Background: an optimization exercise with open tools, aiming at small area. Do not read the settings as production practice.
Only simulation tests tie the RTL to the original design; equivalence was not proved.
Power figures rest on the tool's default switching activity, not on a simulated workload.

[config.mk]
export PLATFORM = sky130hd
export DESIGN_NAME = clock_top
export DESIGN_NICKNAME = clock_top
export VERILOG_FILES = /design/flow/design.v
export SDC_FILE = /design/flow/constraint.sdc
export NUM_CORES = 4
export LEC_CHECK = 0
export CAP_MARGIN = 20
export CORE_MARGIN = 2
export CORE_UTILIZATION = 40
export SLEW_MARGIN = 20
[standard.sh]
#!/bin/bash
# synth_recipe.tcl (not shown) runs the flow's synth.tcl, then flattens the netlist and writes it again
# the make line also repeats each setting of config.mk as NAME=value (left out here)
make -C /OpenROAD-flow-scripts/flow DESIGN_CONFIG=/design/flow/config.mk WORK_HOME=/design/flow/orfs CLKGATE_MAP_FILE= SYNTH_SCRIPT=/design/flow/synth_recipe.tcl "${@:-finish}"
[design.v]
module DigitTo7Seg(input [3:0] digit, output [6:0] segment);
	wire d0 = digit[0];
	wire d1 = digit[1];
	wire d2 = digit[2];
	wire d3 = digit[3];
	assign segment[0] = (d0 & ~d1 & ~d2 & ~d3) | (~d0 & ~d1 & d2);
	assign segment[1] = (d0 & ~d1 & d2) | (~d0 & d1 & d2);
	assign segment[2] = (~d0 & d1 & ~d2);
	assign segment[3] = (d0 & ~d1 & ~d2) | (~d0 & ~d1 & d2) | (d0 & d1 & d2);
	assign segment[4] = (d0) | (~d1 & d2);
	assign segment[5] = (d0 & ~d2 & ~d3) | (d1 & ~d2) | (d0 & d1);
	assign segment[6] = (~d1 & ~d2 & ~d3) | (d0 & d1 & d2);
endmodule
module Digit5To7Seg(input [2:0] digit, output [6:0] segment);
	wire d0 = digit[0];
	wire d1 = digit[1];
	wire d2 = digit[2];
	assign segment[0] = (d0 & ~d1 & ~d2) | (~d0 & d2);
	assign segment[1] = (d0 & d2);
	assign segment[2] = (~d0 & d1);
	assign segment[3] = (d0 & ~d1 & ~d2) | (~d0 & d2);
	assign segment[4] = (d0) | (d2);
	assign segment[5] = (d0 & ~d2) | (d1);
	assign segment[6] = (~d1 & ~d2);
endmodule
module Digit2To7Seg(input [1:0] digit, output [6:0] segment);
	wire d0 = digit[0];
	wire d1 = digit[1];
	assign segment[0] = (d0);
	assign segment[1] = 1'b0;
	assign segment[2] = (d1);
	assign segment[3] = (d0);
	assign segment[4] = (d0);
	assign segment[5] = (d0) | (d1);
	assign segment[6] = (~d1);
endmodule
module TimeTo7Seg(input [3:0] mu, input [2:0] mt, input [3:0] hu, input [1:0] ht,
	output [6:0] segment0, segment1, segment2, segment3);
	DigitTo7Seg digitTo7Seg0(mu, segment0);
	Digit5To7Seg digitTo7Seg1(mt, segment1);
	DigitTo7Seg digitTo7Seg2(hu, segment2);
	Digit2To7Seg digitTo7Seg3(ht, segment3);
endmodule
module TimeOfDay(input clk, input rst_n, input keyMin_n, input keyHour_n, input mtick,
	output reg [3:0] mu, output reg [2:0] mt, output reg [3:0] hu, output reg [1:0] ht);
	reg minOld, hourOld;
	wire bm = ~keyMin_n & ~minOld;
	wire bh = ~keyHour_n & ~hourOld;
	wire tk = mtick;
	wire mu0 = mu[0];
	wire mu1 = mu[1];
	wire mu2 = mu[2];
	wire mu3 = mu[3];
	wire mt0 = mt[0];
	wire mt1 = mt[1];
	wire mt2 = mt[2];
	wire hu0 = hu[0];
	wire hu1 = hu[1];
	wire hu2 = hu[2];
	wire hu3 = hu[3];
	wire ht0 = ht[0];
	wire ht1 = ht[1];
	wire mov = ~((~bm & ~tk) | (~mt2) | (~mu3) | (~mt0) | (~mu0 & ~bm) | (~mu0 & ~tk));
	always @(posedge clk or negedge rst_n)
		if (!rst_n) begin
			minOld <= 1'b0;
			hourOld <= 1'b0;
			mu <= 4'd0;
			mt <= 3'd0;
			hu <= 4'd0;
			ht <= 2'd0;
		end else begin
			minOld <= ~keyMin_n;
			hourOld <= ~keyHour_n;
			mu <= {(mu1 & mu2 & bm & tk) | (mu0 & mu1 & mu2 & tk) | (mu0 & mu1 & mu2 & bm) | (mu3 & ~bm & ~tk) | (~mu0 & mu3 & ~bm) | (~mu0 & mu3 & ~tk), (mu0 & mu1 & ~mu2 & tk) | (mu2 & ~bm & ~tk) | (mu1 & ~mu2 & bm & tk) | (mu0 & mu1 & ~mu2 & bm) | (~mu1 & mu2) | (~mu0 & mu2 & ~tk) | (~mu0 & mu2 & ~bm), ~((~mu1 & ~bm & ~tk) | (~mu0 & ~mu1 & ~tk) | (mu0 & mu1 & bm) | (~mu0 & ~mu1 & ~bm) | (mu1 & bm & tk) | (mu0 & mu1 & tk) | (mu3)), ~((~mu0 & ~bm & ~tk) | (mu0 & bm & ~tk) | (~mu0 & bm & tk) | (mu0 & ~bm & tk) | (mu3 & mt0 & mt2 & bm & tk))};
			mt <= {(mu0 & mu3 & mt0 & mt1 & tk) | (mt2 & ~bm & ~tk) | (~mu3 & mt2) | (~mu0 & mt2 & ~bm) | (~mt0 & mt2) | (mu3 & mt0 & mt1 & bm & tk) | (~mu0 & mt2 & ~tk) | (mu0 & mu3 & mt0 & mt1 & bm), ~((~mt1 & ~bm & ~tk) | (~mt0 & ~mt1) | (~mu3 & ~mt1) | (~mu0 & ~mt1 & ~bm) | (mu0 & mu3 & mt0 & mt1 & bm) | (mt2) | (mu3 & mt0 & mt1 & bm & tk) | (~mu0 & ~mt1 & ~tk) | (mu0 & mu3 & mt0 & mt1 & tk)), (mu0 & mu3 & ~mt0 & tk) | (mt0 & ~bm & ~tk) | (mu0 & mu3 & ~mt0 & bm) | (~mu3 & mt0) | (~mu0 & mt0 & ~bm) | (mu3 & ~mt0 & bm & tk) | (~mu0 & mt0 & ~tk)};
			hu <= {(hu1 & hu2 & bh & mov) | (hu0 & hu1 & hu2 & mov) | (hu0 & hu1 & hu2 & bh) | (hu3 & ~bh & ~mov) | (~hu0 & hu3 & ~mov) | (~hu0 & hu3 & ~bh), ~((~hu2 & ~bh & ~mov) | (~hu1 & ~hu2) | (~hu0 & ~hu2 & ~bh) | (~hu0 & ~hu2 & ~mov) | (ht1) | (hu1 & hu2 & bh & mov) | (hu0 & hu1 & hu2 & mov) | (hu0 & hu1 & hu2 & bh)), ~((~hu1 & ~bh & ~mov) | (~hu0 & ~hu1 & ~bh) | (hu0 & hu1 & mov) | (hu3) | (~hu0 & ~hu1 & ~mov) | (hu1 & bh & mov) | (hu0 & hu1 & bh)), (~hu0 & ~bh & mov) | (hu0 & ~bh & ~mov) | (~hu0 & bh & ~mov) | (hu0 & ~hu1 & bh & mov) | (hu0 & ~ht1 & bh & mov)};
			ht <= {(hu3 & ht0 & bh & mov) | (hu0 & hu3 & ht0 & mov) | (ht1 & ~bh & ~mov) | (~hu1 & ht1) | (~hu0 & ht1 & ~bh) | (hu0 & hu3 & ht0 & bh) | (~hu0 & ht1 & ~mov), (hu0 & hu3 & ~ht0 & mov) | (~hu0 & ht0 & ~bh) | (~hu3 & ht0) | (hu3 & ~ht0 & bh & mov) | (~hu0 & ht0 & ~mov) | (hu0 & hu3 & ~ht0 & bh) | (ht0 & ~bh & ~mov)};
		end
endmodule
module UartTx(input clk, input rst_n, input send_n, input utick, input [7:0] dataBits,
	output ready, output reg tx);
	reg [3:0] st;
	reg req;
	wire idle = ~st[3] & st[0];
	wire rq = req | ~send_n;
	wire tick = utick;
	wire s0 = st[0];
	wire s1 = st[1];
	wire s2 = st[2];
	wire s3 = st[3];
	assign ready = idle;
	always @(posedge clk or negedge rst_n)
		if (!rst_n) begin
			st <= 4'b0001;
			req <= 1'b0;
			tx <= 1'b1;
		end else begin
			req <= rq & ~(utick & idle);
			st <= {~((~s3 & ~rq) | (s0 & s1 & s2 & tick) | (~s3 & ~tick) | (~s0 & ~s3)), (s2 & ~tick) | (s0 & s1 & ~s2 & tick) | (~s1 & s2) | (~s0 & s2), (s1 & ~tick) | (s0 & ~s1 & s3 & tick) | (~s0 & s1), (s0 & ~tick) | (~s0 & tick) | (s0 & ~s3 & ~rq)};
			if (utick & ~(idle & ~rq))
				tx <= st[3] ? dataBits[st[2:0]] : ~idle;
		end
endmodule
module clock_top(
	input clk,
	input rst_n,
	input [3:1] key_n,
	input [9:0] sw,
	output [6:0] hex0,
	output [6:0] hex1,
	output [6:0] hex2,
	output [6:0] hex3,
	output [7:0] ledg
);
	assign ledg[0] = ~rst_n | ~key_n[1] | ~key_n[2] | ~key_n[3] | sw[9] | sw[8];
	assign ledg[7:3] = 5'b00000;
	wire mtick, utick;
	TimeBase timeBase(.clk(clk), .rst_n(rst_n), .utick(utick), .mtick(mtick));
	wire [3:0] mu, hu;
	wire [2:0] mt;
	wire [1:0] ht;
	TimeOfDay timeOfDay(.clk(clk), .rst_n(rst_n), .keyMin_n(key_n[2]), .keyHour_n(key_n[3]),
		.mtick(mtick), .mu(mu), .mt(mt), .hu(hu), .ht(ht));
	TimeTo7Seg timeTo7Seg(.mu(mu), .mt(mt), .hu(hu), .ht(ht),
		.segment0(hex0), .segment1(hex1), .segment2(hex2), .segment3(hex3));
	UartTx uartTx(.clk(clk), .rst_n(rst_n), .send_n(key_n[1]), .utick(utick),
		.dataBits(sw[7:0]), .ready(ledg[1]), .tx(ledg[2]));
endmodule
module TimeBase(input clk, input rst_n, output utick, output mtick);
	reg [1:0] j;
	reg [4:0] c32;
	reg [3:0] c9;
	reg [6:0] c125;
	reg [2:0] c5;
	wire jt = j[1] & ~j[0];
	wire t9 = (c9[2] & c9[3]);
	wire t125 = (~c125[1] & ~c125[2] & c125[3] & ~c125[4] & ~c125[5] & c125[6]);
	wire t5 = (c5[2]);
	assign utick = jt & t125 & t5;
	assign mtick = jt & (&c32) & t9 & t125;
	wire s0 = c5[0];
	wire s1 = c5[1];
	wire s2 = c5[2];
	wire en = t125;
	always @(posedge clk or negedge rst_n)
		if (!rst_n) begin
			j <= 2'd0;
			c32 <= 5'd0;
			c9 <= 4'd8;
			c125 <= 7'd16;
			c5 <= 3'd0;
		end else begin
			j <= {j[0], ~j[1]};
			c32 <= c32 + {4'd0, jt};
			c9 <= {c9[2:0], (~c9[0] & ~c9[1] & ~c9[3]) | (c9[0] & c9[3])};
			c125 <= {c125[5:0], (~c125[4] & ~c125[6]) | (c125[5] & ~c125[6]) | (c125[4] & ~c125[5] & c125[6])};
			c5 <= {(~s0 & s1 & en) | (s2 & ~en), (s0 & en) | (s1 & ~en), (~s1 & ~s2 & en) | (s0 & ~en)};
		end
endmodule
[constraint.sdc]
create_clock -name core_clock -period 15.0 [get_ports {clk}]
set_input_delay 3.0000 -clock core_clock [delete_from_list [all_inputs] [get_ports {clk}]]
set_output_delay 3.0000 -clock core_clock [all_outputs]
set_load 0.01 [all_outputs]
[flow/run.sh]
#!/bin/bash
set -euo pipefail
export BUFFER_PORTS_ARGS="-buffer_cell sky130_fd_sc_hd__buf_1"
export CTS_ARGS="-sink_clustering_enable -repair_clock_nets -dont_use_dummy_load -buf_list {sky130_fd_sc_hd__clkbuf_4 sky130_fd_sc_hd__clkbuf_8}"
bash standard.sh > standard.log 2>&1
==> summary.txt <==
-- state kept, by name, indices dropped and copies added, names as in the netlist, named ones only --
signal / count
timeBase.c125: 7
timeBase.c32: 5
timeBase.c9: 3
timeBase.j: 2
timeOfDay.hourOld: 1
timeOfDay.ht: 2
timeOfDay.hu: 4
timeOfDay.minOld: 1
timeOfDay.mt: 3
timeOfDay.mu: 4
uartTx.req: 1
uartTx.st: 4
uartTx.tx: 1
-- layer usage --
| layer | track usage | routed length [µm] | share of wire |
|---|---|---|---|
| met5 | 0 | 0 | 0 |
| met4 | 0.04909 | 15 | 0.0045 |
| met3 | 0.04235 | 160 | 0.048 |
| met2 | 0.1904 | 1636 | 0.49 |
| met1 | 0.1557 | 1540 | 0.46 |
-- area by class of cell --
| type | instances | area, µm² |
|---|---|---|
| multi-input combinational | 132 | 912.1 |
| tap | 70 | 87.58 |
| inverter | 7 | 26.28 |
| sequential | 42 | 1056 |
| fill | 527 | 2783 |
| timing repair buffer | 45 | 173.9 |
| clock buffer | 5 | 68.82 |
-- worst max-delay path by stage --
stage / start / end / slack (ns) / cells after the start
after floorplan: rst_n / ledg[0] / 8.58 / 2
after global placement: rst_n / ledg[0] / 7.84 / 5
after detailed placement: rst_n / ledg[0] / 7.83 / 5
after CTS: rst_n / ledg[0] / 7.83 / 5
after global routing: rst_n / ledg[0] / 7.73 / 5
final: rst_n / ledg[0] / 7.89 / 5
-- stage by stage --
stage	util	cell area, µm²	hold slack, ns
after floorplan	-	2133	0.3312
after global placement	0.4417	2256	0.3445
after detailed placement	0.4417	2256	0.3477
after CTS	0.4552	2325	0.3742
after global routing	0.4552	2325	0.3850
final	0.4552	2325	0.3751
-- power breakdown --
| part | internal (W) | switching (W) | total, W |
|---|---|---|---|
| sequential | 0.000128 | 0.0000299 | 0.000158 |
| clock | 0.0000300 | 0.0000347 | 0.0000647 |
| combinational | 0.0000514 | 0.0000643 | 0.000116 |
-- kinds of logic (layout without fill, tap and decap cells) --
group                      count (synthesis)  after routing  share of synthesized area
other                                      1              6                   0.001773
muxes                                      9              9                    0.06094
AOI/OAI and AO/OA                         27             27                    0.08343
and+or+nand+nor                           73             73                     0.2000
adders and majority gates                  3              3                    0.01834
buffers and inverters                     28             57                    0.07810
DFF                                       42             42                     0.4994
xor gates and xnor gates                  14             14                    0.05798
-- placed cells by master (no fill, tap or decap), drive strengths merged, types with 3 or more instances in the layout --
| cell type | instances |
|---|---|
| xnor2 | 10 |
| and2 | 5 |
| o21ai | 12 |
| nand2 | 16 |
| o31ai | 3 |
| nor2 | 12 |
| inv | 7 |
| dfrtp | 38 |
| nand3 | 10 |
| nor2b | 3 |
| mux2 | 5 |
| nand2b | 10 |
| dfstp | 4 |
| o21a | 3 |
| nor3 | 3 |
| buf | 44 |
| xor2 | 4 |
| conb | 6 |
| clkbuf | 6 |
-- worst register-to-register path: stages (launching register included) --
cell     delay, ns
dfrtp_1       0.40
or4b_4        0.56
nor4_4        0.35
maj3_4        0.33
a22o_2        0.20
mux2_2        0.34
==> flow_metrics.env <==
export IMPL_io_pins=51
export IMPL_drtPass1Iterations=4
export IMPL_routed_wl_um=3352
export IMPL_finalCriticalPeriod_ns=7.112
export IMPL_critPathMaxStageDelay_ns=0.43
export IMPL_routabilityCongestion=0.7196
export IMPL_nets=250
export IMPL_numCtsBuffers=5
export IMPL_fin_ws_ns=7.888
export IMPL_crit_arrival_ns=4.11
export IMPL_synth_area_leaders="dfrtp_1, dfstp_2, buf_4"
export IMPL_synth_yosys_seq_area_share=0.4994
export IMPL_rsz0062_at_grt="false"
export IMPL_post_cts_setup_buffers=0
export IMPL_status="no timing/DRC/antenna violations"
export IMPL_cp_end_kind="primary output"
export IMPL_crit_slowest_cell="buf_4"
export IMPL_routedWlPerCell_um=11.14
export IMPL_grt_max_degree=44
export IMPL_routed_via_count=1419
export IMPL_track_usage=0.1222
export IMPL_fmax_ghz=0.1406
export IMPL_final_layout_size_suffix_gt1_frac=0.1299
export IMPL_synth_edf_count=0
export IMPL_crit_reg2reg_launch="timeBase.c125[5]"
export IMPL_yosys_area_top_type="dfrtp_1"
export IMPL_hold_buffers=0
export IMPL_die_w_um=76.71
export IMPL_reg2reg_to="timeOfDay.hu[3]"
export IMPL_cp_required_ns=12.00
export IMPL_setup_tns_ns=0
export IMPL_drcViolationCount=0
export IMPL_h_tree_depth=2
export IMPL_leakagePower_nw=0.9718
export IMPL_critPathLaunchType="primary input"
export IMPL_synth_distinct_cells=48
export IMPL_synth_area_um2=2115
export IMPL_ant_nets=0
export IMPL_die_h_um=76.71
export IMPL_grt_pass1_wl_um=5761
export IMPL_cts_resized=0
export IMPL_antenna_cells=0
export IMPL_synth_top_area_frac=0.4497
export IMPL_clkTransAtPathRegs_ns=0.08
export IMPL_fin_cells=301
export IMPL_portBuffers=44
export IMPL_skew_ns=0.01426
export IMPL_clock_path_buffers=2
export IMPL_drtIter0Drc=30
export IMPL_synth_most_common_cell="dfrtp_1"
export IMPL_synth_flop_cell="dfrtp_1"
export IMPL_hp_class="reg -> reg"
export IMPL_dp_slack_ns=7.832
export IMPL_async_flop_share=1.000
export IMPL_hold_depth=0
export IMPL_max_cap_violations=0
export IMPL_critPathBufInv=3
export IMPL_post_route_period_util=0.4742
export IMPL_clock_sinks=42
export IMPL_placed_cells=296
export IMPL_yosys_register_bits=42
export IMPL_core_area_um2=5107
export IMPL_antenna_found_initial=0
export IMPL_grt_overflow=0
export IMPL_viasPerCell=4.714
export IMPL_dp_hpwl_um=2407
export IMPL_synthTopCellsByCount="dfrtp_1, nand2_1, buf_4, o21ai_0, nor2_1"
export IMPL_relSlewSlack=0.6524
export IMPL_min_to="timeBase.c125[1]"
export IMPL_hp_start="timeBase.c125[0]"
export IMPL_worstPathCellList="clkbuf_2, buf_4, nand4_1, or3_1, buf_1"
export IMPL_maxSlewViolCount=0
export IMPL_clk_latency_ns=0.29
export IMPL_p_per_area_nw_per_um2=145.4
export IMPL_yosysWarnings=3
export IMPL_initial_core_util=0.4140
export IMPL_ff2ff_path_depth=5
export IMPL_root_buffer="clkbuf_8"
export IMPL_syn_avg_cell_area_um2=10.73
export IMPL_synthCells=197
export IMPL_vdd_drop_max_mv=0.05496
export IMPL_critical_path_class="in -> out"
export IMPL_rrSetupSlack_ns=12.69
export IMPL_placementRows=26
export IMPL_hold_violations=0
export IMPL_area_growth_pct=9.941
export IMPL_crit_family="buffers and inverters"
export IMPL_grt_pass1_vias=1306
export IMPL_finalPower_w=0.0003381
export IMPL_cp_max_fo=43
export IMPL_cts_tree="done"
export IMPL_worst_slew_pin_transition_ns=0.5214
export IMPL_die_area_um2=5884
export IMPL_setup_violations=0

-- static timing again, ports no longer ideal --
The flow's constraints put no driver on any port. The routed layout listed below was extracted and timed again, unchanged, in two steps.
Step 1 assumes that a clkbuf_16 drives the clock port and a buf_2 every other input.
Step 2, shift: input delay + t, output delay - t, t = (earliest + latest rising clock arrival at the registers) / 2. This alone moves slack from input paths to output paths.
Slacks: ideal / step 1 / step 2; pairs: ideal / step 1.
t (ns): 0.310
setup WS [ns]: 7.888 / 7.865 / 7.865
worst setup path after step 2: input to output
After both steps setup and hold are still met in this run. The setup slack of this run moves by -0.023 ns with the drivers and by -0.023 ns with both steps.
